Background: an optimization exercise with open tools, aiming at small area and a short achievable clock period. Do not read the settings as production practice.
In this exercise RTL edits were held to simulation tests only and were not proved equivalent to the original.
Power is estimated from default activity; no workload was simulated.

==> flow/design.v, too long to show whole: its modules and the start of the top module <==
// module muitiplier: 2224 lines
// module mul_fa: 4 lines
// module mul_ha: 4 lines
module muitiplier(
    input clk,rstn,
    input pipeline_muitiplier_flush,
    input pipeline_muitiplier_stall,
    input [4:0] pipeline_muitiplier_subtype,
    input [31:0] pipeline_muitiplier_din1,
    input [31:0] pipeline_muitiplier_din2,
    output [31:0] muitiplier_pipeline_dout
);
  // ...
==> flow/flow/run.sh <==
#!/bin/bash
# The standard ORFS layout (standard.sh) with three changes:
#  - every port still gets a buffer, but a buf_2 instead of the slow
#    clkdlybuf4s50_1 that buffer_ports picks by default;
#  - clock tree synthesis without dummy loads;
#  - timing repair aims for the setup slack in SETUP_SLACK_MARGIN below.
set -euo pipefail
export BUFFER_PORTS_ARGS="-buffer_cell sky130_fd_sc_hd__buf_2"
export CTS_ARGS="-sink_clustering_enable -repair_clock_nets -dont_use_dummy_load -buf_list {sky130_fd_sc_hd__clkbuf_4 sky130_fd_sc_hd__clkbuf_8}"
export SETUP_SLACK_MARGIN=5.6
bash standard.sh > standard_flow.log 2>&1
==> flow/standard.sh <==
#!/bin/bash
# synth_recipe.tcl (not shown) runs the flow's synth.tcl, then flattens the netlist and writes it again
# the make line also repeats each setting of config.mk as NAME=value (left out here)
make -C /OpenROAD-flow-scripts/flow DESIGN_CONFIG=/design/flow/config.mk WORK_HOME=/design/flow/orfs CLKGATE_MAP_FILE= SYNTH_SCRIPT=/design/flow/synth_recipe.tcl "${@:-finish}"
==> flow/config.mk <==
export PLATFORM = sky130hd
export DESIGN_NAME = muitiplier
export DESIGN_NICKNAME = muitiplier
export VERILOG_FILES = /design/flow/design.v
export SDC_FILE = /design/flow/constraint.sdc
export NUM_CORES = 4
export LEC_CHECK = 0
export ABC_AREA = 1
export CAP_MARGIN = 20
export CORE_MARGIN = 2
export CORE_UTILIZATION = 70
export SLEW_MARGIN = 20
export SYNTH_HIERARCHICAL = 1
==> flow/constraint.sdc <==
create_clock -name core_clock -period 12.0 [get_ports {clk}]
set_input_delay 2.4000 -clock core_clock [delete_from_list [all_inputs] [get_ports {clk}]]
set_output_delay 2.4000 -clock core_clock [all_outputs]
set_load 0.01 [all_outputs]
==> summary.txt, run 1 <==
Status
  – Status: no timing/DRC/antenna violations

Pwr
  – Combinational power share: 81.2%
  – Lkg Pwr: 12.4 nW
  – Flop pwr share: 15.3%
  – Logic power comb: 6.83 mW
  – Seq group: 1.29 mW

Final layout
  – Nonclk buf count: 293
  – Multi-input combinational cell area: 21,800 sq um
  – Largest regs: r0: 51 flops, r1: 51 flops, rl: 14 flops
  – Multi-In Gates: 2,131

Timing
  – Clk_skew: 0 ns
  – Final setup viols: 0
  – Max-slew violation count: 0

Floorplanning
  – Die area: 39,400 sq um
  – Die Span Y: 199 um

Global route
  – M1 GR Usage: 62.1%
  – Largest net degree at the start of global routing: 63
  – GR peak layer: met2

Critical path
  – Reg2Reg Setup Slack: 9.94 ns
  – Reg2Reg Launch Point: zero
  – CP top delay family: adder cells
  – Crit path from: pipeline_muitiplier_din2[1]
  – Crit path buf inv count: 4

Detailed routing
  – First-pass iteration count of the detailed router: 9
  – DRC: 0

Placement
  – Global placer's final weighted congestion: 1.00
  – Pre-CTS setup slack: 4.02 ns
  – Placed Cells incl. Taps: 3,088

Yosys
  – Syn Area/Cell: 9.97 sq um
  – Fraction of registers with async set/reset: 0%
  – Largest family of logic cells by synthesized area: adder cells
  – Synth Area in Simple Gates: 4.80%

Clock tree
  – CTS sink count: 118
==> run 2, diff against run 1 <==
--- a/flow/design.v
+++ b/flow/design.v
@@ -17,7 +17,7 @@
     wire b32 = sgn & b[31];
     wire one0 = b[0] ^ 1'b0;
     wire two0 = (b[1] & ~b[0] & ~1'b0) | (~b[1] & b[0] & 1'b0);
-    wire neg0 = b[1];
+    wire neg0 = b[1] & ~(b[0] & 1'b0);
     wire [33:0] pp0;
     assign pp0[0] = ((one0 & a[0]) | (two0 & 1'b0)) ^ neg0;
     assign pp0[1] = ((one0 & a[1]) | (two0 & a[0])) ^ neg0;
@@ -55,7 +55,7 @@
     assign pp0[33] = ((one0 & a32) | (two0 & a32)) ^ neg0;
     wire one1 = b[2] ^ b[1];
     wire two1 = (b[3] & ~b[2] & ~b[1]) | (~b[3] & b[2] & b[1]);
-    wire neg1 = b[3];
+    wire neg1 = b[3] & ~(b[2] & b[1]);
     wire [33:0] pp1;
     assign pp1[0] = ((one1 & a[0]) | (two1 & 1'b0)) ^ neg1;
     assign pp1[1] = ((one1 & a[1]) | (two1 & a[0])) ^ neg1;
@@ -93,7 +93,7 @@
     assign pp1[33] = ((one1 & a32) | (two1 & a32)) ^ neg1;
     wire one2 = b[4] ^ b[3];
     wire two2 = (b[5] & ~b[4] & ~b[3]) | (~b[5] & b[4] & b[3]);
-    wire neg2 = b[5];
+    wire neg2 = b[5] & ~(b[4] & b[3]);
     wire [33:0] pp2;
     assign pp2[0] = ((one2 & a[0]) | (two2 & 1'b0)) ^ neg2;
     assign pp2[1] = ((one2 & a[1]) | (two2 & a[0])) ^ neg2;
@@ -131,7 +131,7 @@
     assign pp2[33] = ((one2 & a32) | (two2 & a32)) ^ neg2;
     wire one3 = b[6] ^ b[5];
     wire two3 = (b[7] & ~b[6] & ~b[5]) | (~b[7] & b[6] & b[5]);
-    wire neg3 = b[7];
+    wire neg3 = b[7] & ~(b[6] & b[5]);
     wire [33:0] pp3;
     assign pp3[0] = ((one3 & a[0]) | (two3 & 1'b0)) ^ neg3;
     assign pp3[1] = ((one3 & a[1]) | (two3 & a[0])) ^ neg3;
@@ -169,7 +169,7 @@
     assign pp3[33] = ((one3 & a32) | (two3 & a32)) ^ neg3;
     wire one4 = b[8] ^ b[7];
     wire two4 = (b[9] & ~b[8] & ~b[7]) | (~b[9] & b[8] & b[7]);
-    wire neg4 = b[9];
+    wire neg4 = b[9] & ~(b[8] & b[7]);
     wire [33:0] pp4;
     assign pp4[0] = ((one4 & a[0]) | (two4 & 1'b0)) ^ neg4;
     assign pp4[1] = ((one4 & a[1]) | (two4 & a[0])) ^ neg4;
@@ -207,7 +207,7 @@
     assign pp4[33] = ((one4 & a32) | (two4 & a32)) ^ neg4;
     wire one5 = b[10] ^ b[9];
     wire two5 = (b[11] & ~b[10] & ~b[9]) | (~b[11] & b[10] & b[9]);
-    wire neg5 = b[11];
+    wire neg5 = b[11] & ~(b[10] & b[9]);
     wire [33:0] pp5;
     assign pp5[0] = ((one5 & a[0]) | (two5 & 1'b0)) ^ neg5;
     assign pp5[1] = ((one5 & a[1]) | (two5 & a[0])) ^ neg5;
@@ -245,7 +245,7 @@
     assign pp5[33] = ((one5 & a32) | (two5 & a32)) ^ neg5;
     wire one6 = b[12] ^ b[11];
     wire two6 = (b[13] & ~b[12] & ~b[11]) | (~b[13] & b[12] & b[11]);
-    wire neg6 = b[13];
+    wire neg6 = b[13] & ~(b[12] & b[11]);
     wire [33:0] pp6;
     assign pp6[0] = ((one6 & a[0]) | (two6 & 1'b0)) ^ neg6;
     assign pp6[1] = ((one6 & a[1]) | (two6 & a[0])) ^ neg6;
@@ -283,7 +283,7 @@
     assign pp6[33] = ((one6 & a32) | (two6 & a32)) ^ neg6;
     wire one7 = b[14] ^ b[13];
     wire two7 = (b[15] & ~b[14] & ~b[13]) | (~b[15] & b[14] & b[13]);
-    wire neg7 = b[15];
+    wire neg7 = b[15] & ~(b[14] & b[13]);
     wire [33:0] pp7;
     assign pp7[0] = ((one7 & a[0]) | (two7 & 1'b0)) ^ neg7;
     assign pp7[1] = ((one7 & a[1]) | (two7 & a[0])) ^ neg7;
@@ -321,7 +321,7 @@
     assign pp7[33] = ((one7 & a32) | (two7 & a32)) ^ neg7;
     wire one8 = b[16] ^ b[15];
     wire two8 = (b[17] & ~b[16] & ~b[15]) | (~b[17] & b[16] & b[15]);
-    wire neg8 = b[17];
+    wire neg8 = b[17] & ~(b[16] & b[15]);
     wire [33:0] pp8;
     assign pp8[0] = ((one8 & a[0]) | (two8 & 1'b0)) ^ neg8;
     assign pp8[1] = ((one8 & a[1]) | (two8 & a[0])) ^ neg8;
@@ -359,7 +359,7 @@
     assign pp8[33] = ((one8 & a32) | (two8 & a32)) ^ neg8;
     wire one9 = b[18] ^ b[17];
     wire two9 = (b[19] & ~b[18] & ~b[17]) | (~b[19] & b[18] & b[17]);
-    wire neg9 = b[19];
+    wire neg9 = b[19] & ~(b[18] & b[17]);
     wire [33:0] pp9;
     assign pp9[0] = ((one9 & a[0]) | (two9 & 1'b0)) ^ neg9;
     assign pp9[1] = ((one9 & a[1]) | (two9 & a[0])) ^ neg9;
@@ -397,7 +397,7 @@
     assign pp9[33] = ((one9 & a32) | (two9 & a32)) ^ neg9;
     wire one10 = b[20] ^ b[19];
     wire two10 = (b[21] & ~b[20] & ~b[19]) | (~b[21] & b[20] & b[19]);
-    wire neg10 = b[21];
+    wire neg10 = b[21] & ~(b[20] & b[19]);
     wire [33:0] pp10;
     assign pp10[0] = ((one10 & a[0]) | (two10 & 1'b0)) ^ neg10;
     assign pp10[1] = ((one10 & a[1]) | (two10 & a[0])) ^ neg10;
@@ -435,7 +435,7 @@
     assign pp10[33] = ((one10 & a32) | (two10 & a32)) ^ neg10;
     wire one11 = b[22] ^ b[21];
     wire two11 = (b[23] & ~b[22] & ~b[21]) | (~b[23] & b[22] & b[21]);
-    wire neg11 = b[23];
+    wire neg11 = b[23] & ~(b[22] & b[21]);
     wire [33:0] pp11;
     assign pp11[0] = ((one11 & a[0]) | (two11 & 1'b0)) ^ neg11;
     assign pp11[1] = ((one11 & a[1]) | (two11 & a[0])) ^ neg11;
@@ -473,7 +473,7 @@
     assign pp11[33] = ((one11 & a32) | (two11 & a32)) ^ neg11;
     wire one12 = b[24] ^ b[23];
     wire two12 = (b[25] & ~b[24] & ~b[23]) | (~b[25] & b[24] & b[23]);
-    wire neg12 = b[25];
+    wire neg12 = b[25] & ~(b[24] & b[23]);
     wire [33:0] pp12;
     assign pp12[0] = ((one12 & a[0]) | (two12 & 1'b0)) ^ neg12;
     assign pp12[1] = ((one12 & a[1]) | (two12 & a[0])) ^ neg12;
@@ -511,7 +511,7 @@
     assign pp12[33] = ((one12 & a32) | (two12 & a32)) ^ neg12;
     wire one13 = b[26] ^ b[25];
     wire two13 = (b[27] & ~b[26] & ~b[25]) | (~b[27] & b[26] & b[25]);
-    wire neg13 = b[27];
+    wire neg13 = b[27] & ~(b[26] & b[25]);
     wire [33:0] pp13;
     assign pp13[0] = ((one13 & a[0]) | (two13 & 1'b0)) ^ neg13;
     assign pp13[1] = ((one13 & a[1]) | (two13 & a[0])) ^ neg13;
@@ -549,7 +549,7 @@
     assign pp13[33] = ((one13 & a32) | (two13 & a32)) ^ neg13;
     wire one14 = b[28] ^ b[27];
     wire two14 = (b[29] & ~b[28] & ~b[27]) | (~b[29] & b[28] & b[27]);
-    wire neg14 = b[29];
+    wire neg14 = b[29] & ~(b[28] & b[27]);
     wire [33:0] pp14;
     assign pp14[0] = ((one14 & a[0]) | (two14 & 1'b0)) ^ neg14;
     assign pp14[1] = ((one14 & a[1]) | (two14 & a[0])) ^ neg14;
@@ -587,7 +587,7 @@
     assign pp14[33] = ((one14 & a32) | (two14 & a32)) ^ neg14;
     wire one15 = b[30] ^ b[29];
     wire two15 = (b[31] & ~b[30] & ~b[29]) | (~b[31] & b[30] & b[29]);
-    wire neg15 = b[31];
+    wire neg15 = b[31] & ~(b[30] & b[29]);
     wire [33:0] pp15;
     assign pp15[0] = ((one15 & a[0]) | (two15 & 1'b0)) ^ neg15;
     assign pp15[1] = ((one15 & a[1]) | (two15 & a[0])) ^ neg15;
--- a/flow/flow/run.sh
+++ b/flow/flow/run.sh
@@ -7,5 +7,5 @@
 set -euo pipefail
 export BUFFER_PORTS_ARGS="-buffer_cell sky130_fd_sc_hd__buf_2"
 export CTS_ARGS="-sink_clustering_enable -repair_clock_nets -dont_use_dummy_load -buf_list {sky130_fd_sc_hd__clkbuf_4 sky130_fd_sc_hd__clkbuf_8}"
-export SETUP_SLACK_MARGIN=5.6
+export SETUP_SLACK_MARGIN=5.8
 bash standard.sh > standard_flow.log 2>&1
--- a/flow/config.mk
+++ b/flow/config.mk
@@ -8,6 +8,6 @@
 export ABC_AREA = 1
 export CAP_MARGIN = 20
 export CORE_MARGIN = 2
-export CORE_UTILIZATION = 70
+export CORE_UTILIZATION = 55
 export SLEW_MARGIN = 20
 export SYNTH_HIERARCHICAL = 1
==> summary.txt, run 2 <==
Critical path
  – CP Cell Sequence: buf_2, inv_1, buf_4, o22ai_1, xor2_1, fa_1, fa_1, fa_2, fa_2, fa_1, fa_1 (was buf_2, buf_12, nor2_1, nor2_1, inv_1, buf_12, a21oi_4, xor2_2, fa_1, fa_1, fa_1, fa_1, fa_1, fa_1)
  – Worst Path Arrival: 6.51 ns (was 6.69 ns)
  – Crit Path Class: in -> reg (unchanged)
  – Most used cell, CP: fa_1 (unchanged)
  – Crit path largest cell delay: 0.61 ns (was 0.57 ns)
  – Startpoint Class: primary input (unchanged)
  – Crit end category: flip-flop (unchanged)
  – WP data required: 12.27 ns (was 12.30 ns)
  – Crit Path Max Fanout: 32 (was 33)
  – CP top delay family: adder cells (unchanged)
  – Crit path buf inv count: 3 (was 4)
  – CP max stage cell: fa_1 (unchanged)

Final layout
  – Fin nets: 3,367 (was 3,390)
  – Layout Area Growth over Synthesis: 11.4% (was 10.6%)
  – Commonest non-fill, non-tap cell in the layout: xor2_1 (unchanged)
  – Share of cells above drive strength 1: 17.2% (was 15.5%)
  – Largest regs: r0: 51 flops, r1: 51 flops, rl: 14 flops (unchanged)
  – Post-Layout Cell Count: 3,275 (was 3,211)
  – Most frequent cells in the layout: xor2_1, o22ai_1, fa_1, ha_1, nand2_1 (was xor2_1, o22ai_1, fa_1, ha_1, buf_4)
  – Fin util: 62.2% (was 78.2%)

Global route
  – Largest net degree at the start of global routing: 79 (was 63)
  – Vias in the first global route: 24,300 (was 24,000)
  – GRT overflow: 0 (unchanged)
  – Antenna violations before repair: 2 (was 5)
  – Global-route wire length before repair: 158,000 um (was 143,000 um)
  – Overall Global Routing Usage: 43.6% (was 50.6%)

Pwr
  – Sw Ratio: 49.2% (was 49.3%)
  – Flop pwr share: 14.3% (was 15.3%)
  – Peak VDD IR: 0.295 mV (was 0.472 mV)
  – Combinational power share: 82.8% (was 81.2%)
  – Int Power: 4.94 mW (was 4.27 mW)
  – Clk network pwr share: 2.9% (was 3.6%)
  – Switch Pwr: 4.79 mW (was 4.15 mW)
  – PD cells: 328 nW/um^2 (was 287 nW/um^2)
  – Lkg Pwr: 12.4 nW (about the same)

Timing
  – Setup TNS: 0 ns (unchanged)
  – RSZ-0062 raised after global routing: yes (unchanged)
  – Final setup viols: 0 (unchanged)
  – Period Utilization, post-route: 52.0% (was 53.3%)
  – Max Fclk: 160 MHz (was 156 MHz)
  – Slew HR: 24.3% (was 34.7%)
  – Final min period: 6.24 ns (was 6.40 ns)
  – Final Hold Fails: 0 (unchanged)
  – Clk_skew: 0 ns (unchanged)
  – Max-slew violation count: 0 (unchanged)
  – Final worst slack: 5.76 ns (was 5.60 ns)
  – Slew @ Worst Pin: 1.13 ns (was 0.978 ns)

Detailed routing
  – First-pass iteration count of the detailed router: 10 (was 9)
  – WL/cell: 33.8 um (was 31.3 um)
  – Via count: 23,600 (was 24,000)
  – Antenna-violating nets left: 0 (unchanged)
  – DRC: 0 (unchanged)
  – DR vias/cell: 7.20 (was 7.48)
  – WL final: 111,000 um (was 101,000 um)
  – Drt first-iter violations: 3,742 (was 3,923)

Yosys
  – Post-synth top area cell: fa_1 (unchanged)
  – Yosys warnings: 7 (unchanged)
  – Register area share after synthesis: 13.2% (was 13.3%)
  – Synth cell count leaders: xor2_1, o22ai_1, fa_1, clkbuf_1, ha_1 (unchanged)
  – Cells after Synth: 2,653 (was 2,658)
  – Syn Area/Cell: 10.0 sq um (was 9.97 sq um)
  – Count leader, synth: xor2_1 (unchanged)
  – Dominant synthesized flop cell: edfxtp_1 (unchanged)
  – Synth Cell Area: 26,700 sq um (was 26,500 sq um)
  – Yosys top cell area share: 35.2% (was 35.4%)
  – Synth Net Count: 3,359 (was 3,349)
  – Post-synth cell types: 44 (was 42)
  – Synthesized flop and latch total: 118 (unchanged)
  – Synth area leaders: fa_1, xor2_1, edfxtp_1, o22ai_1, ha_1 (unchanged)
  – Fraction of registers with async set/reset: 0% (unchanged)
  – Number of enable flip-flop cells after synthesis: 116 (unchanged)

Clock tree
  – Clock Tree Root: clkbuf_8 (unchanged)
  – Number of H-tree levels: 4 (unchanged)
  – Clk buf depth: 2 (unchanged)
  – Clk slew on worst S/H paths: 0.08 ns (was 0.07 ns)
  – CTS buffer count: 17 (unchanged)
  – CTS sink count: 118 (unchanged)
  – Clock Latency Late Sink: 0.56 ns (was 0.57 ns)
  – TritonCTS clock tree: done (unchanged)
  – CTS hold repair buffers: 0 (unchanged)

Floorplanning
  – Core Footprint: 47,700 sq um (was 37,500 sq um)
  – Die Span Y: 224 um (was 199 um)
  – Die area: 50,200 sq um (was 39,400 sq um)
  – FP Rows: 80 (was 71)
  – Initial Utilization: 55.8% (was 70.7%)
  – Die Wd: 224 um (was 199 um)
  – I/O pin cnt: 105 (unchanged)

Worst hold path
  – HP Class: reg -> reg (unchanged)

Placement
  – Placed Cells incl. Taps: 3,193 (was 3,088)
  – Pre-CTS setup slack: 4.00 ns (was 4.02 ns)
  – Global placer's final weighted congestion: 0.950 (was 1.00)
  – Hpwl dp: 70,200 um (was 62,800 um)
  – IO buf count: 104 (unchanged)

Status
  – Status: no timing/DRC/antenna violations (unchanged)

Flow run
  – Max Cap Viol: 0 (unchanged)
run 2: cell type report:
class                      count  area [sq um]
fill                        4040         18000
clock buffer                  17           234
tap                          615           769
multi-input combinational   2145         22400
timing repair buffer         237          1990
antenna                        1          2.50
timing repair inverter         6          48.8
inverter                     136           758
sequential                   118          3520
run 2: path summary, 6_finish.rpt:
check / to / start / depth (start not counted) / slack [ns]
worst max-delay path: r0[36] / pipeline_muitiplier_din1[24] / 11 / 5.76
worst min-delay path: hi / hi / 3 / 0.87
worst max register to register: zero / zero / 2 / 9.74
worst min register to register: hi / hi / 3 / 0.87
run 2: logic make-up after synthesis:
logic type / synth area share (%)
buffers and inverters: 5.72
other: 0.0141
flip-flops: 13.2
XOR/XNOR: 18.1
AO/OA/AOI/OAI: 15.0
AND/OR/NAND/NOR: 5.05
adder cells (fa/ha/maj): 42.9
run 2: per-layer routing:
layer	global-route usage, %	vias to the layer above	share of wire [%]
met2	62.4	2156	42
met3	16.6	568	14
met1	54.7	11700	36
met5	1.47	-	0
li1	-	9135	-
met4	29.8	0	7.5
run 2: per-module statistics from Yosys, one instance, submodules excluded:
module	area [sq um]	flip-flops and latches	copies in the design	cells inside
muitiplier	16000	118	1	2079
mul_fa	20.0	0	469	1
mul_ha	12.5	0	105	1
run 2: worst min-delay path: stages (launching register included):
cell and delay [ns]:
dfxtp_1 0.30, buf_4 0.26, o21ai_0 0.22, nor2_1 0.05
run 2: power groups by stage:
stage | Combinational (mW) | Sequential [mW] | Clock (mW)
2_1_floorplan | 4.91 | 1.35 | 0
3_3_place_gp | 7.07 | 1.39 | 0
3_5_place_dp | 7.34 | 1.40 | 0
4_1_cts | 7.60 | 1.39 | 0.296
5_1_grt | 8.82 | 1.40 | 0.306
6_report | 8.06 | 1.39 | 0.287
run 2: timing repair:
action                                  CTS  global route
endpoints found under the hold margin     0             0
endpoints found under the setup margin   98            54
buffers inserted                         23            29
resized for setup                       110           180
cloned                                    2            10
pin swaps                                35            56
run 2: stage by stage:
step | area (sq um) | total power [mW] | hold WS [ns]
2_1_floorplan | 27000 | 6.26 | 0.711
3_3_place_gp | 27700 | 8.46 | 0.834
3_5_place_dp | 27700 | 8.74 | 0.851
4_1_cts | 28600 | 9.29 | 0.870
5_1_grt | 29700 | 10.5 | 0.935
6_report | 29700 | 9.74 | 0.872
==> run 3, diff against run 2 <==
--- a/flow/flow/run.sh
+++ b/flow/flow/run.sh
@@ -7,5 +7,5 @@
 set -euo pipefail
 export BUFFER_PORTS_ARGS="-buffer_cell sky130_fd_sc_hd__buf_2"
 export CTS_ARGS="-sink_clustering_enable -repair_clock_nets -dont_use_dummy_load -buf_list {sky130_fd_sc_hd__clkbuf_4 sky130_fd_sc_hd__clkbuf_8}"
-export SETUP_SLACK_MARGIN=5.8
+export SETUP_SLACK_MARGIN=5.5
 bash standard.sh > standard_flow.log 2>&1
==> summary.txt, run 3 <==
Status
  – Status: no timing/DRC/antenna violations (unchanged)

Timing
  – RSZ-0062 raised after global routing: no (was yes)
  – Clk_skew: 0 ns (unchanged)
  – Max Fclk: 153 MHz (was 160 MHz)
  – Slew @ Worst Pin: 1.06 ns (was 1.13 ns)
  – Final setup viols: 0 (unchanged)
  – Setup TNS: 0 ns (unchanged)
  – Final worst slack: 5.46 ns (was 5.76 ns)
  – Slew HR: 29.3% (was 24.3%)
  – Final min period: 6.54 ns (was 6.24 ns)
  – Max-slew violation count: 0 (unchanged)
  – Final Hold Fails: 0 (unchanged)
  – Period Utilization, post-route: 54.5% (was 52.0%)

Clock tree
  – Clk slew on worst S/H paths: 0.07 ns (was 0.08 ns)
  – Clock Tree Root: clkbuf_8 (unchanged)
  – Number of H-tree levels: 4 (unchanged)
  – CTS hold repair buffers: 0 (unchanged)
  – Clock Latency Late Sink: 0.57 ns (was 0.56 ns)
  – TritonCTS clock tree: done (unchanged)
  – CTS buffer count: 17 (unchanged)
  – Clk buf depth: 2 (unchanged)
  – CTS sink count: 118 (unchanged)

Global route
  – Largest net degree at the start of global routing: 61 (was 79)
  – Global-route wire length before repair: 159,000 um (was 158,000 um)
  – Overall Global Routing Usage: 44.4% (was 43.6%)
  – Antenna violations before repair: 2 (unchanged)
  – GRT overflow: 0 (unchanged)
  – Vias in the first global route: 24,000 (was 24,300)

Yosys
  – Post-synth cell types: 44 (unchanged)
  – Number of enable flip-flop cells after synthesis: 116 (unchanged)
  – Synth cell count leaders: xor2_1, o22ai_1, fa_1, clkbuf_1, ha_1 (unchanged)
  – Register area share after synthesis: 13.2% (unchanged)
  – Synth area leaders: fa_1, xor2_1, edfxtp_1, o22ai_1, ha_1 (unchanged)
  – Dominant synthesized flop cell: edfxtp_1 (unchanged)
  – Synthesized flop and latch total: 118 (unchanged)
  – Synth Cell Area: 26,700 sq um (unchanged)
  – Yosys warnings: 7 (unchanged)
  – Cells after Synth: 2,653 (unchanged)
  – Post-synth top area cell: fa_1 (unchanged)
  – Fraction of registers with async set/reset: 0% (unchanged)
  – Synth Net Count: 3,359 (unchanged)
  – Count leader, synth: xor2_1 (unchanged)
  – Syn Area/Cell: 10.0 sq um (unchanged)
  – Yosys top cell area share: 35.2% (unchanged)

Floorplanning
  – Die area: 50,200 sq um (unchanged)
  – I/O pin cnt: 105 (unchanged)
  – Initial Utilization: 55.8% (unchanged)
  – Die Wd: 224 um (unchanged)
  – Core Footprint: 47,700 sq um (unchanged)
  – FP Rows: 80 (unchanged)
  – Die Span Y: 224 um (unchanged)

Worst hold path
  – Hold endpoint: hi (unchanged)
  – HP Class: reg -> reg (unchanged)
  – Hold Startpoint: hi (unchanged)
  – Hold depth: 3 (unchanged)

Critical path
  – Reg-to-reg critical path endpoint: zero (unchanged)
  – Crit Path Max Fanout: 33 (was 32)
  – Reg2Reg Setup Slack: 10.28 ns (was 9.74 ns)
  – Crit end category: flip-flop (unchanged)
  – Reg2Reg Launch Point: zero (unchanged)
  – Crit Path Class: in -> reg (unchanged)
  – WP data required: 12.31 ns (was 12.27 ns)
  – Startpoint Class: primary input (unchanged)
  – Worst Path Arrival: 6.85 ns (was 6.51 ns)
  – R2R depth: 2 (unchanged)

Placement
  – Pre-CTS setup slack: 4.29 ns (was 4.00 ns)
  – IO buf count: 104 (unchanged)
  – Global placer's final weighted congestion: 0.967 (was 0.950)
  – Placed cell areas: 27,600 sq um (was 27,700 sq um)
  – Hpwl dp: 70,900 um (was 70,200 um)

Flow run
  – Max Cap Viol: 0 (unchanged)

Final layout
  – Commonest non-fill, non-tap cell in the layout: xor2_1 (unchanged)
  – Share of cells above drive strength 1: 12.0% (was 17.2%)
  – Fillers: 4,130 (was 4,040)
  – Most frequent cells in the layout: xor2_1, o22ai_1, fa_1, ha_1, nand2_1 (unchanged)
  – Fin nets: 3,317 (was 3,367)
  – Multi-input combinational cell area: 21,900 sq um (was 22,400 sq um)
  – Fin area: 28,200 sq um (was 29,700 sq um)
  – Layout Area Growth over Synthesis: 5.63% (was 11.4%)
  – Largest regs: r0: 51 flops, r1: 51 flops, rl: 14 flops (unchanged)
  – Register area: 3520 sq um (unchanged)

Pwr
  – Lkg Pwr: 12.0 nW (was 12.4 nW)
  – Peak VDD IR: 0.260 mV (was 0.295 mV)
  – PD cells: 343 nW/um^2 (was 328 nW/um^2)
  – Design Power: 9.65 mW (was 9.74 mW)

Detailed routing
  – DR vias/cell: 7.22 (was 7.20)
  – WL final: 110,000 um (was 111,000 um)
  – First-pass iteration count of the detailed router: 6 (was 10)
  – DRC: 0 (unchanged)
  – Via count: 23,300 (was 23,600)
  – WL/cell: 34.1 um (was 33.8 um)
  – Drt first-iter violations: 3,426 (was 3,742)
  – Antenna-violating nets left: 0 (unchanged)
run 3: final cells by class:
type                            instances  area share (%)
Antenna cell                            1         0.00889
Clock buffer                           17           0.831
Inverter                              136            1.90
Multi-Input combinational cell       2147            77.6
Sequential cell                       118            12.5
Tap cell                              615            2.73
Timing Repair Buffer                  191            4.42
run 3: worst max-delay path, stage by stage:
cell and delay, ns:
buf_2 0.14, ha_1 0.33, inv_2 0.05, buf_4 0.49, o22ai_1 0.22, xor2_1 0.20
fa_1 0.49, fa_1 0.50, fa_1 0.57, fa_1 0.41, fa_1 0.50, fa_1 0.49
run 3: what timing repair did:
item                       4_1_cts  5_1_grt
gates cloned                     2        1
gates resized for setup         11       41
hold endpoints to repair         0        0
buffers inserted                 1       10
pin swaps                        5       21
setup endpoints to repair       46       36
run 3: where the power goes:
group	switching [mW]	internal (mW)	total [mW]
registers	0.0974	1.30	1.40
clock network	0.175	0.124	0.299
logic	4.63	3.33	7.95
total	4.90	4.75	9.65
run 3: logic make-up after synthesis:
group	Yosys count	synth area share, %
adder cells (fa/ha/maj)	633	42.9
buffers and inverters	390	5.72
AND/OR/NAND/NOR	311	5.05
XOR/XNOR	550	18.1
other	1	0.0141
AO/OA/AOI/OAI	650	15.0
flip-flops	118	13.2
run 3: worst max path at each step:
stage / from / to / slack (ns)
6_report: pipeline_muitiplier_din2[17] / r0[37] / 5.46
4_1_cts: pipeline_muitiplier_din2[7] / r0[31] / 5.52
3_3_place_gp: pipeline_muitiplier_din2[0] / r0[33] / 4.50
5_1_grt: r1[13] / muitiplier_pipeline_dout[12] / 5.49
3_5_place_dp: pipeline_muitiplier_din2[0] / r0[33] / 4.29
2_1_floorplan: pipeline_muitiplier_din2[7] / r0[38] / 5.56
run 3: modules after synthesis (local to each module, per instance):
module / copies in the design / cell area (sq um) / cells inside / flip-flops and latches
muitiplier: 1 / 16000 / 2079 / 118
mul_fa: 469 / 20.0 / 1 / 0
mul_ha: 105 / 12.5 / 1 / 0
run 3: metrics by stage:
stage	hold WS, ns	util, %	instances
floorplan	0.711	-	2653
CTS	0.821	58.5	3213
detailed placement	0.809	57.9	3193
global placement	0.799	57.9	3193
global route	0.956	59.0	3225
finish	0.819	59.0	3225
run 3: per-layer routing:
| metal | vias to the layer above | global-route usage [%] | routed length [um] |
|---|---|---|---|
| met3 | 480 | 18.8 | 16700 |
| met5 | - | 0.0978 | 0 |
| li1 | 9028 | - | - |
| met2 | 2226 | 63.9 | 46200 |
| met1 | 11600 | 56.6 | 40100 |
| met4 | 0 | 24.0 | 7020 |
==> run 4, diff against run 3 <==
--- a/flow/flow/run.sh
+++ b/flow/flow/run.sh
@@ -7,5 +7,5 @@
 set -euo pipefail
 export BUFFER_PORTS_ARGS="-buffer_cell sky130_fd_sc_hd__buf_2"
 export CTS_ARGS="-sink_clustering_enable -repair_clock_nets -dont_use_dummy_load -buf_list {sky130_fd_sc_hd__clkbuf_4 sky130_fd_sc_hd__clkbuf_8}"
-export SETUP_SLACK_MARGIN=5.5
+export SETUP_SLACK_MARGIN=5.6
 bash standard.sh > standard_flow.log 2>&1
--- a/flow/config.mk
+++ b/flow/config.mk
@@ -8,6 +8,7 @@
 export ABC_AREA = 1
 export CAP_MARGIN = 20
 export CORE_MARGIN = 2
-export CORE_UTILIZATION = 55
+export CORE_UTILIZATION = 65
+export PLACE_DENSITY = 0.7
 export SLEW_MARGIN = 20
 export SYNTH_HIERARCHICAL = 1
==> summary.txt, run 4 <==
Floorplanning
  – Die Span Y: 207 um (was 224 um)
  – I/O pin cnt: 105 (unchanged)
  – Die area: 42,700 sq um (was 50,200 sq um)
  – Core Footprint: 40,600 sq um (was 47,700 sq um)
  – FP Rows: 74 (was 80)
  – Initial Utilization: 65.6% (was 55.8%)
  – Die Wd: 207 um (was 224 um)

Detailed routing
  – Drt first-iter violations: 3,830 (was 3,426)
  – First-pass iteration count of the detailed router: 9 (was 6)
  – Antenna-violating nets left: 0 (unchanged)
  – DR vias/cell: 7.42 (was 7.22)
  – Via count: 23,500 (was 23,300)
  – WL/cell: 33.1 um (was 34.1 um)
  – DRC: 0 (unchanged)
  – WL final: 105,000 um (was 110,000 um)

Final layout
  – Layout Area Growth over Synthesis: 7.22% (was 5.63%)
  – Share of cells above drive strength 1: 13.1% (was 12.0%)
  – Fin util: 70.3% (was 59.0%)
  – Fin nets: 3,340 (was 3,317)
  – Largest regs: r0: 51 flops, r1: 51 flops, rl: 14 flops (unchanged)
  – Commonest non-fill, non-tap cell in the layout: xor2_1 (unchanged)
  – Fillers: 3,105 (was 4,130)
  – Most frequent cells in the layout: xor2_1, o22ai_1, fa_1, ha_1, nand2_1 (unchanged)

Yosys
  – Synth Area in XOR/XNOR: 18.1% (unchanged)
  – Synthesized flop and latch total: 118 (unchanged)
  – Yosys warnings: 7 (unchanged)
  – Dominant synthesized flop cell: edfxtp_1 (unchanged)
  – Synth area leaders: fa_1, xor2_1, edfxtp_1, o22ai_1, ha_1 (unchanged)
  – Synth Area in Adders: 42.9% (unchanged)
  – Largest family of logic cells by synthesized area: adder cells (unchanged)
  – Post-synth cell types: 44 (unchanged)
  – Synth Area in Compound Gates: 15.0% (unchanged)
  – Yosys top cell area share: 35.2% (unchanged)
  – Fraction of registers with async set/reset: 0% (unchanged)
  – Syn Area/Cell: 10.0 sq um (unchanged)
  – Cells after Synth: 2,653 (unchanged)
  – Synth Cell Area: 26,700 sq um (unchanged)
  – Synth Net Count: 3,359 (unchanged)
  – Synth cell count leaders: xor2_1, o22ai_1, fa_1, clkbuf_1, ha_1 (unchanged)
  – Number of enable flip-flop cells after synthesis: 116 (unchanged)
  – Register area share after synthesis: 13.2% (unchanged)
  – Count leader, synth: xor2_1 (unchanged)
  – Mux contribution to synthesized area: 0% (unchanged)
  – Post-synth top area cell: fa_1 (unchanged)
  – Synth Area in Simple Gates: 5.05% (unchanged)

Placement
  – Hpwl dp: 67,200 um (was 70,900 um)
  – Global placer's final weighted congestion: 1.07 (was 0.967)
  – Pre-CTS setup slack: 4.74 ns (was 4.29 ns)
  – IO buf count: 104 (unchanged)

Pwr
  – PD cells: 332 nW/um^2 (was 343 nW/um^2)
  – Lkg Pwr: 12.2 nW (was 12.0 nW)
  – Peak VDD IR: 0.308 mV (was 0.260 mV)
  – Design Power: 9.50 mW (was 9.65 mW)

Global route
  – Largest net degree at the start of global routing: 71 (was 61)
  – GRT overflow: 0 (unchanged)
  – Global-route wire length before repair: 152,000 um (was 159,000 um)
  – Vias in the first global route: 24,100 (was 24,000)
  – Overall Global Routing Usage: 49.9% (was 44.4%)
  – Antenna violations before repair: 4 (was 2)

Timing
  – Slew @ Worst Pin: 0.973 ns (was 1.06 ns)
  – Slew HR: 35.2% (was 29.3%)
  – Period Utilization, post-route: 53.5% (was 54.5%)
  – Clk_skew: 0 ns (unchanged)
  – Max-slew violation count: 0 (unchanged)
  – Final worst slack: 5.58 ns (was 5.46 ns)
  – RSZ-0062 raised after global routing: yes (was no)
  – Max Fclk: 156 MHz (was 153 MHz)
  – Final Hold Fails: 0 (unchanged)
  – Setup TNS: 0 ns (unchanged)
  – Final setup viols: 0 (unchanged)
  – Final min period: 6.42 ns (was 6.54 ns)

Clock tree
  – CTS buffer count: 17 (unchanged)
  – Clock Tree Root: clkbuf_8 (unchanged)
  – CTS sink count: 118 (unchanged)
  – TritonCTS clock tree: done (unchanged)
  – Clock Latency Late Sink: 0.50 ns (was 0.57 ns)
  – Number of H-tree levels: 4 (unchanged)
  – Clk buf depth: 2 (unchanged)
  – CTS hold repair buffers: 0 (unchanged)
  – Clk slew on worst S/H paths: 0.06 ns (was 0.07 ns)

Critical path
  – Most used cell, CP: fa_1 (unchanged)
  – Crit Path Max Fanout: 31 (was 33)
  – WP data required: 12.24 ns (was 12.31 ns)
  – Crit Path Class: in -> reg (unchanged)
  – Crit end category: flip-flop (unchanged)
  – Crit path largest cell delay: 0.59 ns (was 0.57 ns)
  – CP Cell Sequence: buf_2, clkinvlp_4, buf_12, o21ai_2, o21ai_2, buf_8, o22ai_1, xor2_1, fa_1, fa_1, fa_1, fa_1, fa_1, fa_1 (was buf_2, ha_1, inv_2, buf_4, o22ai_1, xor2_1, fa_1, fa_1, fa_1, fa_1, fa_1, fa_1)
  – Startpoint Class: primary input (unchanged)
  – CP max stage cell: fa_1 (unchanged)
  – Worst Path Arrival: 6.65 ns (was 6.85 ns)

Flow run
  – Max Cap Viol: 0 (unchanged)

Status
  – Status: no timing/DRC/antenna violations (unchanged)

Worst hold path
  – HP Class: reg -> reg (unchanged)
run 4: worst paths after layout:
check / cells after the start / end / start / slack, ns
hold reg to reg: 3 / hi / hi / 0.83
setup / recovery: 14 / r0[35] / pipeline_muitiplier_din2[17] / 5.58
hold / removal: 3 / hi / hi / 0.83
setup reg to reg: 2 / zero / zero / 10.40
run 4: layer usage:
layer / track usage (%) / up-vias / wire length [um] / share of wire (%)
met1: 60.6 / 11400 / 35100 / 34
met2: 69.6 / 2354 / 43200 / 41
met3: 24.7 / 635 / 17900 / 17
met5: 0 / - / 29 / 0.028
li1: - / 9076 / - / -
met4: 34.1 / 4 / 8570 / 8.2
run 4: critical path: cells and delay by family:
kind,cells,cell delay (ns)
adder cells (fa/ha/maj),6,2.78
XOR/XNOR,1,0.12
AO/OA/AOI/OAI,3,0.59
buffers and inverters,4,0.75
run 4: final cells by class:
cell class	instances	area, sq um	share of cell area, %
Antenna cell	4	10.0	0.0350
Multi-Input combinational cell	2145	21900	76.7
Inverter	136	569	1.99
Timing Repair Buffer	215	1660	5.81
Timing Repair inverter	1	5.00	0.0175
Clock buffer	17	234	0.819
Tap cell	532	666	2.33
Sequential cell	118	3520	12.3
run 4: kinds of logic after synthesis:
kind of cell	after synthesis
simple gates	311
buf+inv	390
flops	118
other cells	1
compound gates	650
xor+xnor	550
fa+ha+maj	633
run 4: modules after synthesis (local to each module, per instance):
module / cell area, sq um / flops+latches / times used / cells
mul_ha: 12.5 / 0 / 105 / 1
muitiplier: 16000 / 118 / 1 / 2079
mul_fa: 20.0 / 0 / 469 / 1
run 4: report_power, final:
part           internal, mW  switching, mW  leakage (nW)
sequential             1.30          0.110          1.15
combinational          3.30           4.51          10.9
clock                 0.124          0.162         0.122
total                  4.72           4.78          12.2
run 4: metrics by stage:
stage	instances	hold slack, ns	cell area [sq um]
finish	3168	0.834	28600
CTS	3140	0.821	28000
global placement	3119	0.815	27600
floorplan	2653	0.711	26700
detailed placement	3119	0.809	27600
global route	3164	0.871	28600
run 4: timing repair:
| action | in CTS | in global routing |
|---|---|---|
| buffers inserted | 3 | 21 |
| gates cloned | 1 | 3 |
| endpoints found under the setup margin | 30 | 39 |
| pin swaps | 1 | 10 |
| resized for setup | 19 | 103 |
| endpoints found under the hold margin | 0 | 0 |
==> run 5, diff against run 4 <==
--- a/flow/config.mk
+++ b/flow/config.mk
@@ -6,9 +6,8 @@
 export NUM_CORES = 4
 export LEC_CHECK = 0
 export ABC_AREA = 1
-export CAP_MARGIN = 20
+export CAP_MARGIN = 5
 export CORE_MARGIN = 2
-export CORE_UTILIZATION = 65
-export PLACE_DENSITY = 0.7
-export SLEW_MARGIN = 20
+export CORE_UTILIZATION = 55
+export SLEW_MARGIN = 5
 export SYNTH_HIERARCHICAL = 1
==> summary.txt, run 5 <==
Timing
  – Final setup viols: 0 (unchanged)
  – Max Fclk: 156 MHz (about the same)
  – Final worst slack: 5.60 ns (was 5.58 ns)
  – Clk_skew: 0 ns (unchanged)
  – Max-slew violation count: 0 (unchanged)
  – Slew HR: 26.1% (was 35.2%)
  – RSZ-0062 raised after global routing: yes (unchanged)
  – Period Utilization, post-route: 53.3% (was 53.5%)
  – Final Hold Fails: 0 (unchanged)
  – Setup TNS: 0 ns (unchanged)
  – Final min period: 6.40 ns (was 6.42 ns)
  – Slew @ Worst Pin: 1.11 ns (was 0.973 ns)

Critical path
  – Crit path buf inv count: 2 (was 4)
  – Crit Path Max Fanout: 32 (was 31)
  – CP max stage cell: inv_2 (was fa_1)
  – Most used cell, CP: fa_1 (unchanged)
  – Worst Path Arrival: 6.65 ns (about the same)
  – CP top delay family: adder cells (unchanged)
  – Crit Path Class: in -> reg (unchanged)
  – Crit path largest cell delay: 0.80 ns (was 0.59 ns)
  – WP data required: 12.25 ns (was 12.24 ns)
  – Startpoint Class: primary input (unchanged)
  – CP Cell Sequence: buf_2, inv_2, o22ai_1, xor2_1, fa_1, fa_1, fa_1, fa_1, fa_1, fa_1 (was buf_2, clkinvlp_4, buf_12, o21ai_2, o21ai_2, buf_8, o22ai_1, xor2_1, fa_1, fa_1, fa_1, fa_1, fa_1, fa_1)
  – Crit end category: flip-flop (unchanged)

Yosys
  – Synth area leaders: fa_1, xor2_1, edfxtp_1, o22ai_1, ha_1 (unchanged)
  – Syn Area/Cell: 10.0 sq um (unchanged)
  – Dominant synthesized flop cell: edfxtp_1 (unchanged)
  – Synth Cell Area: 26,700 sq um (unchanged)
  – Count leader, synth: xor2_1 (unchanged)
  – Post-synth top area cell: fa_1 (unchanged)
  – Yosys warnings: 7 (unchanged)
  – Synthesized flop and latch total: 118 (unchanged)
  – Register area share after synthesis: 13.2% (unchanged)
  – Yosys top cell area share: 35.2% (unchanged)
  – Synth cell count leaders: xor2_1, o22ai_1, fa_1, clkbuf_1, ha_1 (unchanged)
  – Post-synth cell types: 44 (unchanged)
  – Number of enable flip-flop cells after synthesis: 116 (unchanged)
  – Cells after Synth: 2,653 (unchanged)
  – Synth Net Count: 3,359 (unchanged)
  – Fraction of registers with async set/reset: 0% (unchanged)

Clock tree
  – Number of H-tree levels: 4 (unchanged)
  – CTS sink count: 118 (unchanged)
  – CTS buffer count: 17 (unchanged)
  – Clock Latency Late Sink: 0.51 ns (was 0.50 ns)
  – TritonCTS clock tree: done (unchanged)
  – Clock Tree Root: clkbuf_8 (unchanged)
  – CTS hold repair buffers: 0 (unchanged)
  – Clk buf depth: 2 (unchanged)
  – Clk slew on worst S/H paths: 0.08 ns (was 0.06 ns)

Detailed routing
  – WL/cell: 34.1 um (was 33.1 um)
  – Antenna-violating nets left: 0 (unchanged)
  – DRC: 0 (unchanged)
  – Drt first-iter violations: 3,213 (was 3,830)
  – First-pass iteration count of the detailed router: 6 (was 9)
  – Via count: 23,200 (was 23,500)
  – DR vias/cell: 7.19 (was 7.42)
  – WL final: 110,000 um (was 105,000 um)

Flow run
  – Max Cap Viol: 0 (unchanged)

Global route
  – GRT overflow: 0 (unchanged)
  – Global-route wire length before repair: 159,000 um (was 152,000 um)
  – Antenna violations before repair: 4 (unchanged)
  – Largest net degree at the start of global routing: 64 (was 71)
  – Vias in the first global route: 23,900 (was 24,100)
  – Overall Global Routing Usage: 44.2% (was 49.9%)

Floorplanning
  – Core Footprint: 47,700 sq um (was 40,600 sq um)
  – FP Rows: 80 (was 74)
  – Die area: 50,200 sq um (was 42,700 sq um)
  – Die Span Y: 224 um (was 207 um)
  – I/O pin cnt: 105 (unchanged)
  – Die Wd: 224 um (was 207 um)
  – Initial Utilization: 55.8% (was 65.6%)

Placement
  – Global placer's final weighted congestion: 0.979 (was 1.07)
  – Pre-CTS setup slack: 4.74 ns (about the same)
  – IO buf count: 104 (unchanged)
  – Hpwl dp: 70,800 um (was 67,200 um)
  – Placed Cells incl. Taps: 3,194 (was 3,119)

Worst hold path
  – HP Class: reg -> reg (unchanged)

Final layout
  – Share of cells above drive strength 1: 12.5% (was 13.1%)
  – Layout Area Growth over Synthesis: 6.57% (was 7.22%)
  – Largest regs: r0: 51 flops, r1: 51 flops, rl: 14 flops (unchanged)
  – Fin nets: 3,321 (was 3,340)
  – Post-Layout Cell Count: 3,229 (was 3,168)
  – Most frequent cells in the layout: xor2_1, o22ai_1, fa_1, ha_1, nand2_1 (unchanged)

Pwr
  – Lkg Pwr: 12.0 nW (was 12.2 nW)
  – Peak VDD IR: 0.244 mV (was 0.308 mV)
  – PD cells: 346 nW/um^2 (was 332 nW/um^2)

Status
  – Status: no timing/DRC/antenna violations (unchanged)
run 5: cell counts after synthesis:
Identical to the previous run, type by type.
run 5: worst paths after layout:
| path | startpoint | end | slack [ns] | cells past startpoint |
|---|---|---|---|---|
| setup / recovery | pipeline_muitiplier_din1[17] | r0[33] | 5.60 | 10 |
| hold / removal | hi | hi | 0.81 | 3 |
| setup reg to reg | zero | zero | 10.31 | 2 |
| hold reg to reg | hi | hi | 0.81 | 3 |
run 5: report_power, final:
| part | switching, mW | internal, mW |
|---|---|---|
| clock network | 0.170 | 0.124 |
| registers | 0.102 | 1.30 |
| logic | 4.70 | 3.43 |
| total | 4.97 | 4.85 |
run 5: Yosys stat by module (local to each module, per instance):
module,copies in the design,flip-flops and latches
muitiplier,1,118
mul_fa,469,0
mul_ha,105,0
run 5: cell type report:
class / instances / area [sq um]
multi-input combinational: 2145 / 21900
fill: 4049 / 19300
sequential: 118 / 3520
timing repair buffer: 197 / 1420
tap: 615 / 769
inverter: 136 / 546
clock buffer: 17 / 234
antenna: 1 / 2.50
run 5: cell families (layout without fill, tap and decap cells):
group / count (synthesis) / count (layout) / synth area share (%)
other: 1 / 2 / 0.0141
AOI/OAI and AO/OA: 650 / 650 / 15.0
xor gates and xnor gates: 550 / 550 / 18.1
buffers and inverters: 390 / 350 / 5.72
adders and majority gates: 633 / 633 / 42.9
and+or+nand+nor: 311 / 311 / 5.05
DFF: 118 / 118 / 13.2
run 5: stage by stage:
stage / utilization, % / total power, mW / area [sq um] / hold slack, ns
global placement: 57.9 / 8.82 / 27600 / 0.781
detailed placement: 57.9 / 9.08 / 27600 / 0.792
finish: 59.5 / 9.83 / 28400 / 0.807
floorplan: - / 6.22 / 26700 / 0.711
CTS: 58.7 / 9.44 / 28000 / 0.809
global route: 59.5 / 10.6 / 28400 / 0.845
run 5: metal layers:
layer	global-route usage, %	vias to the layer above	part of all wire, %
met5	0	-	0
met4	26.7	0	7.3
met3	17.2	533	15
met2	63.2	2171	41
met1	56.7	11500	36
li1	-	9031	-
run 5: repair_timing:
action                     4_1_cts  5_1_grt
setup buffers                    5       10
setup endpoints to repair       46       41
pin swaps                        6       18
gates resized for setup         25       75
gates cloned                     1        1
run 5: worst register-to-register path: stages (launching register included):
cell     delay, ns
dfxtp_1       0.86
inv_1         0.51
o21ai_0       0.26
==> run 6, diff against run 5 <==
--- a/flow/config.mk
+++ b/flow/config.mk
@@ -6,8 +6,8 @@
 export NUM_CORES = 4
 export LEC_CHECK = 0
 export ABC_AREA = 1
-export CAP_MARGIN = 5
+export CAP_MARGIN = 20
 export CORE_MARGIN = 2
 export CORE_UTILIZATION = 55
-export SLEW_MARGIN = 5
+export SLEW_MARGIN = 45
 export SYNTH_HIERARCHICAL = 1
==> summary.txt, run 6 <==
Timing
  – Max-slew violation count: 0 (unchanged)
  – Slew HR: 46.3% (was 26.1%)
  – Clk_skew: 0 ns (unchanged)
  – Setup TNS: 0 ns (unchanged)
  – Final Hold Fails: 0 (unchanged)
  – Slew @ Worst Pin: 0.805 ns (was 1.11 ns)
  – Final setup viols: 0 (unchanged)
  – Max Fclk: 157 MHz (was 156 MHz)
  – Final min period: 6.38 ns (was 6.40 ns)
  – RSZ-0062 raised after global routing: no (was yes)
  – Period Utilization, post-route: 53.2% (was 53.3%)

Yosys
  – Yosys top cell area share: 35.2% (unchanged)
  – Syn Area/Cell: 10.0 sq um (unchanged)
  – Register area share after synthesis: 13.2% (unchanged)
  – Post-synth top area cell: fa_1 (unchanged)
  – Cells after Synth: 2,653 (unchanged)
  – Synth cell count leaders: xor2_1, o22ai_1, fa_1, clkbuf_1, ha_1 (unchanged)
  – Count leader, synth: xor2_1 (unchanged)
  – Dominant synthesized flop cell: edfxtp_1 (unchanged)
  – Number of enable flip-flop cells after synthesis: 116 (unchanged)
  – Synthesized flop and latch total: 118 (unchanged)
  – Post-synth cell types: 44 (unchanged)
  – Synth Net Count: 3,359 (unchanged)
  – Fraction of registers with async set/reset: 0% (unchanged)
  – Synth Cell Area: 26,700 sq um (unchanged)
  – Synth area leaders: fa_1, xor2_1, edfxtp_1, o22ai_1, ha_1 (unchanged)
  – Yosys warnings: 7 (unchanged)

Final layout
  – Commonest non-fill, non-tap cell in the layout: xor2_1
  – Share of cells above drive strength 1: 12.2% (was 12.5%)
  – Largest regs: r0: 51 flops, r1: 51 flops, rl: 14 flops (unchanged)
  – Fin nets: 3,320 (was 3,321)
  – Layout Area Growth over Synthesis: 6.41% (was 6.57%)
  – Post-Layout Cell Count: 3,228 (was 3,229)
  – Most frequent cells in the layout: xor2_1, o22ai_1, fa_1, ha_1, nand2_1 (unchanged)

Critical path
  – Crit Path Class: in -> reg (unchanged)
  – WP data required: 12.25 ns (about the same)
  – Crit Path Max Fanout: 33 (was 32)
  – Reg2Reg Setup Slack: 10.34 ns (was 10.31 ns)
  – Crit end category: flip-flop (unchanged)
  – Worst Path Arrival: 6.63 ns (was 6.65 ns)
  – Startpoint Class: primary input (unchanged)

Clock tree
  – TritonCTS clock tree: done (unchanged)
  – CTS sink count: 118 (unchanged)
  – Clk buf depth: 2 (unchanged)
  – CTS hold repair buffers: 0 (unchanged)
  – Clock Latency Late Sink: 0.52 ns (was 0.51 ns)
  – Clk slew on worst S/H paths: 0.08 ns (about the same)
  – CTS buffer count: 17 (unchanged)
  – Number of H-tree levels: 4 (unchanged)
  – Clock Tree Root: clkbuf_8 (unchanged)

Pwr
  – Peak VDD IR: 0.281 mV (was 0.244 mV)
  – PD cells: 344 nW/um^2 (was 346 nW/um^2)
  – Lkg Pwr: 12.0 nW (about the same)

Global route
  – M1 GR Usage: 57.1% (was 56.7%)
  – Vias in the first global route: 24,100 (was 23,900)
  – Largest net degree at the start of global routing: 64 (unchanged)
  – Met3 track demand over resource: 16.0% (was 17.2%)
  – Antenna violations before repair: 4 (unchanged)
  – GR peak layer: met2 (unchanged)
  – GRT overflow: 0 (unchanged)
  – Overall Global Routing Usage: 44.1% (was 44.2%)
  – Global Route met2 Usage: 63.8% (was 63.2%)
  – Global-route wire length before repair: 159,000 um (about the same)

Floorplanning
  – Core Footprint: 47,700 sq um (unchanged)
  – I/O pin cnt: 105 (unchanged)
  – Initial Utilization: 55.8% (unchanged)
  – Die Span Y: 224 um (unchanged)
  – Die Wd: 224 um (unchanged)
  – Die area: 50,200 sq um (unchanged)
  – FP Rows: 80 (unchanged)

Status
  – Status: no timing/DRC/antenna violations (unchanged)

Placement
  – IO buf count: 104 (unchanged)
  – Placed Cells incl. Taps: 3,195 (was 3,194)
  – Hpwl dp: 70,900 um (was 70,800 um)
  – Global placer's final weighted congestion: 0.979 (unchanged)

Detailed routing
  – DR vias/cell: 7.19 (about the same)
  – WL/cell: 34.2 um (was 34.1 um)
  – DRC: 0 (unchanged)
  – Via count: 23,200 (about the same)
  – First-pass iteration count of the detailed router: 9 (was 6)
  – Antenna-violating nets left: 0 (unchanged)
  – WL final: 110,000 um (about the same)
  – Drt first-iter violations: 3,073 (was 3,213)

Worst hold path
  – HP Class: reg -> reg (unchanged)

Flow run
  – Max Cap Viol: 0 (unchanged)
run 6: cell counts after synthesis:
No cell type changed its count.
run 6: per-module statistics from Yosys (local to each module, per instance):
module	copies in the design	cells	area, sq um	flops+latches
mul_ha	105	1	12.5	0
muitiplier	1	2079	16000	118
mul_fa	469	1	20.0	0
run 6: kinds of logic after synthesis:
logic type / synth area share (%)
AOI/OAI and AO/OA: 15.0
xor gates and xnor gates: 18.1
other: 0.0141
and+or+nand+nor: 5.05
DFF: 13.2
adders and majority gates: 42.9
buffers and inverters: 5.72
run 6: path summary, 6_finish.rpt:
check,startpoint,end,depth (start not counted)
worst min-delay path,hi,hi,3
worst max register to register,zero,zero,2
worst min register to register,hi,hi,3
worst max-delay path,pipeline_muitiplier_din2[15],r0[34],12
run 6: metal layers:
layer  part of all wire (%)  up-vias
met3                     14      547
met1                     37    11500
met2                     42     2126
met5                  0.027        -
li1                       -     9040
met4                    7.0        4
run 6: worst max-delay path: stages:
cell	delay, ns
buf_2	0.12
ha_1	0.31
inv_1	0.08
buf_6	0.39
o22ai_1	0.18
xor2_1	0.20
fa_1	0.49
fa_1	0.60
fa_1	0.46
fa_1	0.41
fa_1	0.53
fa_1	0.42
run 6: layout make-up:
cell class              count  area, sq um
inverters                 136          552
repair buffers            196         1420
multi-input cells        2145        21900
diodes                      1         2.50
flip-flops and latches    118         3520
clock buffers              17          234
well taps                 615          769
fillers                  4101        19400
run 6: timing repair:
item	CTS	global route
gates resized for setup	20	55
setup endpoints to repair	35	40
pin swaps	5	12
buffers inserted	2	11
gates cloned	0	2
run 6: where the power goes:
group	internal, mW	leakage [nW]	total (mW)	switching (mW)
Combinational	3.39	10.8	8.06	4.67
Sequential	1.30	1.15	1.40	0.102
Clock	0.124	0.122	0.291	0.167
run 6: stage by stage:
| step | worst slack, ns | hold slack (ns) | cell area [sq um] | util (%) | power, mW |
|---|---|---|---|---|---|
| after floorplan | 5.60 | 0.711 | 26700 | - | 6.22 |
| after global placement | 4.77 | 0.781 | 27600 | 57.9 | 8.82 |
| after detailed placement | 4.76 | 0.807 | 27700 | 58.0 | 9.05 |
| after CTS | 5.58 | 0.817 | 28000 | 58.7 | 9.41 |
| after global routing | 5.59 | 0.871 | 28400 | 59.4 | 10.5 |
| final | 5.62 | 0.809 | 28400 | 59.4 | 9.75 |
==> run 7, diff against run 6 <==
--- a/flow/config.mk
+++ b/flow/config.mk
@@ -5,7 +5,7 @@
 export SDC_FILE = /design/flow/constraint.sdc
 export NUM_CORES = 4
 export LEC_CHECK = 0
-export ABC_AREA = 1
+export ABC_AREA = 0
 export CAP_MARGIN = 20
 export CORE_MARGIN = 2
 export CORE_UTILIZATION = 55
==> summary.txt, run 7 <==
Yosys
  – Synth area leaders: fa_1, xnor2_1, a22oi_1, edfxtp_1, ha_1 (was fa_1, xor2_1, edfxtp_1, o22ai_1, ha_1)
  – Synth Net Count: 3,333 (was 3,359)
  – Post-synth cell types: 54 (was 44)
  – Number of enable flip-flop cells after synthesis: 116 (unchanged)
  – Register area share after synthesis: 12.8% (was 13.2%)
  – Post-synth top area cell: fa_1 (unchanged)
  – Synth cell count leaders: xnor2_1, fa_1, a22oi_1, clkbuf_1, ha_1 (was xor2_1, o22ai_1, fa_1, clkbuf_1, ha_1)
  – Syn Area/Cell: 10.5 sq um (was 10.0 sq um)
  – Synth Cell Area: 27,500 sq um (was 26,700 sq um)
  – Count leader, synth: xnor2_1 (was xor2_1)
  – Fraction of registers with async set/reset: 0% (unchanged)
  – Synthesized flop and latch total: 118 (unchanged)
  – Cells after Synth: 2,627 (was 2,653)
  – Yosys warnings: 7 (unchanged)
  – Yosys top cell area share: 34.2% (was 35.2%)
  – Dominant synthesized flop cell: edfxtp_1 (unchanged)

Timing
  – Max Fclk: 150 MHz (was 157 MHz)
  – Final Hold Fails: 0 (unchanged)
  – Slew HR: 52.5% (was 46.3%)
  – RSZ-0062 raised after global routing: yes (was no)
  – Slew @ Worst Pin: 0.707 ns (was 0.805 ns)
  – Final setup viols: 0 (unchanged)
  – Hold WS: 0.844 ns (was 0.809 ns)
  – Period Utilization, post-route: 55.6% (was 53.2%)
  – Final min period: 6.67 ns (was 6.38 ns)
  – Setup TNS: 0 ns (unchanged)
  – Clk_skew: 0 ns (unchanged)
  – Max-slew violation count: 0 (unchanged)

Critical path
  – Crit Path Class: reg -> out (was in -> reg)
  – Crit path largest cell delay: 0.37 ns (was 0.60 ns)
  – Reg2Reg Setup Slack: 10.80 ns (was 10.34 ns)
  – Startpoint Class: flip-flop (was primary input)
  – WP data required: 9.60 ns (was 12.25 ns)
  – Crit Path Max Fanout: 4 (was 33)
  – CP top delay family: compound AO/OA/AOI/OAI gates (was adder cells)
  – CP Cell Sequence: ha_1, ha_2, or2_4, ha_4, o211ai_1, a21oi_2, o211ai_4, a21boi_4, a31oi_4, buf_12, and2_4, inv_2, a21o_1, a21o_1, ha_2, nor2_4, xnor2_4, a21oi_2, nor2_1, buf_2 (was buf_2, ha_1, inv_1, buf_6, o22ai_1, xor2_1, fa_1, fa_1, fa_1, fa_1, fa_1, fa_1)
  – Crit end category: output port (was flip-flop)
  – Worst Path Arrival: 4.27 ns (was 6.63 ns)
  – Crit path buf inv count: 3 (unchanged)
  – CP max stage cell: edfxtp_1 (was fa_1)

Final layout
  – Share of cells above drive strength 1: 14.7% (was 12.2%)
  – Largest regs: r0: 51 flops, r1: 51 flops, rl: 14 flops (unchanged)
  – Commonest non-fill, non-tap cell in the layout: xnor2_1 (was xor2_1)
  – Fin nets: 3,254 (was 3,320)
  – Post-Layout Cell Count: 3,213 (was 3,228)
  – Layout Area Growth over Synthesis: 8.99% (was 6.41%)
  – Fin area: 29,900 sq um (was 28,400 sq um)
  – Fillers: 4,103 (was 4,101)
  – Most frequent cells in the layout: xnor2_1, a22oi_1, fa_1, ha_1, edfxtp_1 (was xor2_1, o22ai_1, fa_1, ha_1, nand2_1)

Pwr
  – Peak VDD IR: 0.190 mV (was 0.281 mV)
  – PD cells: 328 nW/um^2 (was 344 nW/um^2)
  – Lkg Pwr: 11.1 nW (was 12.0 nW)

Clock tree
  – Clock Latency Late Sink: 0.51 ns (was 0.52 ns)
  – TritonCTS clock tree: done (unchanged)
  – Clk buf depth: 2 (unchanged)
  – Number of H-tree levels: 4 (unchanged)
  – Clock Tree Root: clkbuf_8 (unchanged)
  – CTS buffer count: 17 (unchanged)
  – Clk slew on worst S/H paths: 0.06 ns (was 0.08 ns)
  – CTS hold repair buffers: 0 (unchanged)
  – CTS sink count: 118 (unchanged)

Status
  – Status: no timing/DRC/antenna violations (unchanged)

Global route
  – GRT overflow: 0 (unchanged)
  – Largest net degree at the start of global routing: 61 (was 64)
  – Overall Global Routing Usage: 40.3% (was 44.1%)
  – Antenna violations before repair: 2 (was 4)
  – Global-route wire length before repair: 150,000 um (was 159,000 um)
  – Vias in the first global route: 23,200 (was 24,100)

Floorplanning
  – Core Footprint: 49,200 sq um (was 47,700 sq um)
  – Die Wd: 227 um (was 224 um)
  – Initial Utilization: 55.9% (was 55.8%)
  – FP Rows: 81 (was 80)
  – I/O pin cnt: 105 (unchanged)
  – Die area: 51,700 sq um (was 50,200 sq um)
  – Die Span Y: 227 um (was 224 um)

Detailed routing
  – WL/cell: 32.2 um (was 34.2 um)
  – Via count: 22,400 (was 23,200)
  – WL final: 104,000 um (was 110,000 um)
  – First-pass iteration count of the detailed router: 6 (was 9)
  – Antenna-violating nets left: 0 (unchanged)
  – Drt first-iter violations: 2,880 (was 3,073)
  – DR vias/cell: 6.98 (was 7.19)
  – DRC: 0 (unchanged)

Placement
  – Hpwl dp: 65,900 um (was 70,900 um)
  – IO buf count: 104 (unchanged)
  – Placed cell areas: 28,300 sq um (was 27,700 sq um)
  – Global placer's final weighted congestion: 0.945 (was 0.979)
  – Placed Cells incl. Taps: 3,145 (was 3,195)

Flow run
  – Max Cap Viol: 0 (unchanged)

Worst hold path
  – HP Class: reg -> reg (unchanged)
-- run 7: changes by cell type after synthesis, sizes merged, moves of 65 or more --
cell    before  now
xor2       506   55
a22oi        1  465
nor2       142   77
inv        131   51
o22ai      505    0
clkbuf     194  273
xnor2       44  517
-- run 7: cell families (layout without fill, tap and decap cells) --
kind of cell               Yosys count  in the layout  synth area share, %
other                                1              4               0.0137
DFF                                118            118                 12.8
AOI/OAI and AO/OA                  633            633                 16.5
adders and majority gates          633            633                 41.7
muxes                               24             24                0.875
buffers and inverters              370            289                 5.08
and+or+nand+nor                    276            276                 4.82
xor gates and xnor gates           572            572                 18.2
-- run 7: cell type report --
| type | instances | area (sq um) | area share [%] |
|---|---|---|---|
| timing repair inverter | 1 | 8.76 | 0.0293 |
| timing repair buffer | 220 | 1760 | 5.88 |
| clock buffer | 17 | 234 | 0.782 |
| tap | 664 | 831 | 2.78 |
| multi-input combinational | 2139 | 23300 | 77.9 |
| sequential | 118 | 3520 | 11.8 |
| antenna | 3 | 7.51 | 0.0251 |
| inverter | 51 | 246 | 0.823 |
-- run 7: report_power, final --
part	internal, mW	leakage, nW	total (mW)	switching [mW]
clock	0.124	0.122	0.298	0.174
sequential	1.27	1.15	1.35	0.0813
combinational	3.69	9.86	8.17	4.48
-- run 7: final timing paths --
check / start / endpoint / cells past startpoint
max: r0[13] / muitiplier_pipeline_dout[16] / 20
min: zero / zero / 3
min reg2reg: zero / zero / 3
max reg2reg: hi / hi / 3
-- run 7: Yosys stat by module, one instance, submodules excluded --
module | copies in the design | flip-flops and latches | cell area [sq um] | cells
mul_fa | 469 | 0 | 20.0 | 1
mul_ha | 105 | 0 | 12.5 | 1
muitiplier | 1 | 118 | 16800 | 2053
-- run 7: stage by stage --
stage / setup WS (ns) / power [mW] / util (%)
after floorplan: 5.59 / 6.23 / -
after global placement: 4.38 / 8.54 / 57.4
after detailed placement: 4.33 / 8.80 / 57.6
after CTS: 5.25 / 9.43 / 59.3
after global routing: 5.17 / 10.6 / 60.9
final: 5.33 / 9.82 / 60.9
-- run 7: timing repair --
action | in CTS | in global routing
pin swaps | 51 | 70
cloned | 0 | 6
resized for setup | 95 | 105
buffers inserted | 19 | 23
endpoints found under the setup margin | 80 | 60
-- run 7: worst register-to-register path: stages, from the launching register on --
cell,delay (ns)
dfxtp_2,0.31
buf_4,0.53
a21oi_1,0.16
nor2b_1,0.13
-- run 7: layer usage --
layer	routed length [um]	part of all wire (%)	GRT usage [%]
met1	38400	37	51.9
met2	46100	44	61.2
met3	12700	12	11.6
met4	6400	6.2	22.3
met5	0	0	0

-- static timing again, ports no longer ideal --
Ports are ideal in the flow. The routed layouts listed here were re-timed in OpenROAD.
Step 1 sets driving cells, clkbuf_16 on the clock port and buf_2 on the other inputs (assumed; they add their load-dependent delay and slew).
Step 2 also shifts input and output timing later by t, the mid clock arrival at the registers, as if the neighbouring blocks saw the same clock.
Slacks: ideal / step 1 / step 2; pairs: ideal / step 1.
| run | t (ns) | slack for setup (ns) | worst data-port slew with drivers (ns) |
|---|---|---|---|
| run 1 | 0.621 | 5.603 / 5.601 / 5.013 | 0.06 |
| run 2 | 0.612 | 5.760 / 5.734 / 5.178 | 0.06 |
| run 3 | 0.627 | 5.456 / 5.496 / 4.868 | 0.04 |
| run 4 | 0.554 | 5.585 / 5.616 / 5.062 | 0.11 |
| run 5 | 0.557 | 5.598 / 5.628 / 5.071 | 0.04 |
| run 6 | 0.568 | 5.620 / 5.647 / 5.079 | 0.05 |
| run 7 | 0.575 | 5.329 / 5.273 / 5.099 | 0.10 |
After both steps setup and hold are still met in every run listed. For run 1, which loses most, drivers alone change the setup slack by -0.002 ns; drivers and shift together by -0.590 ns.
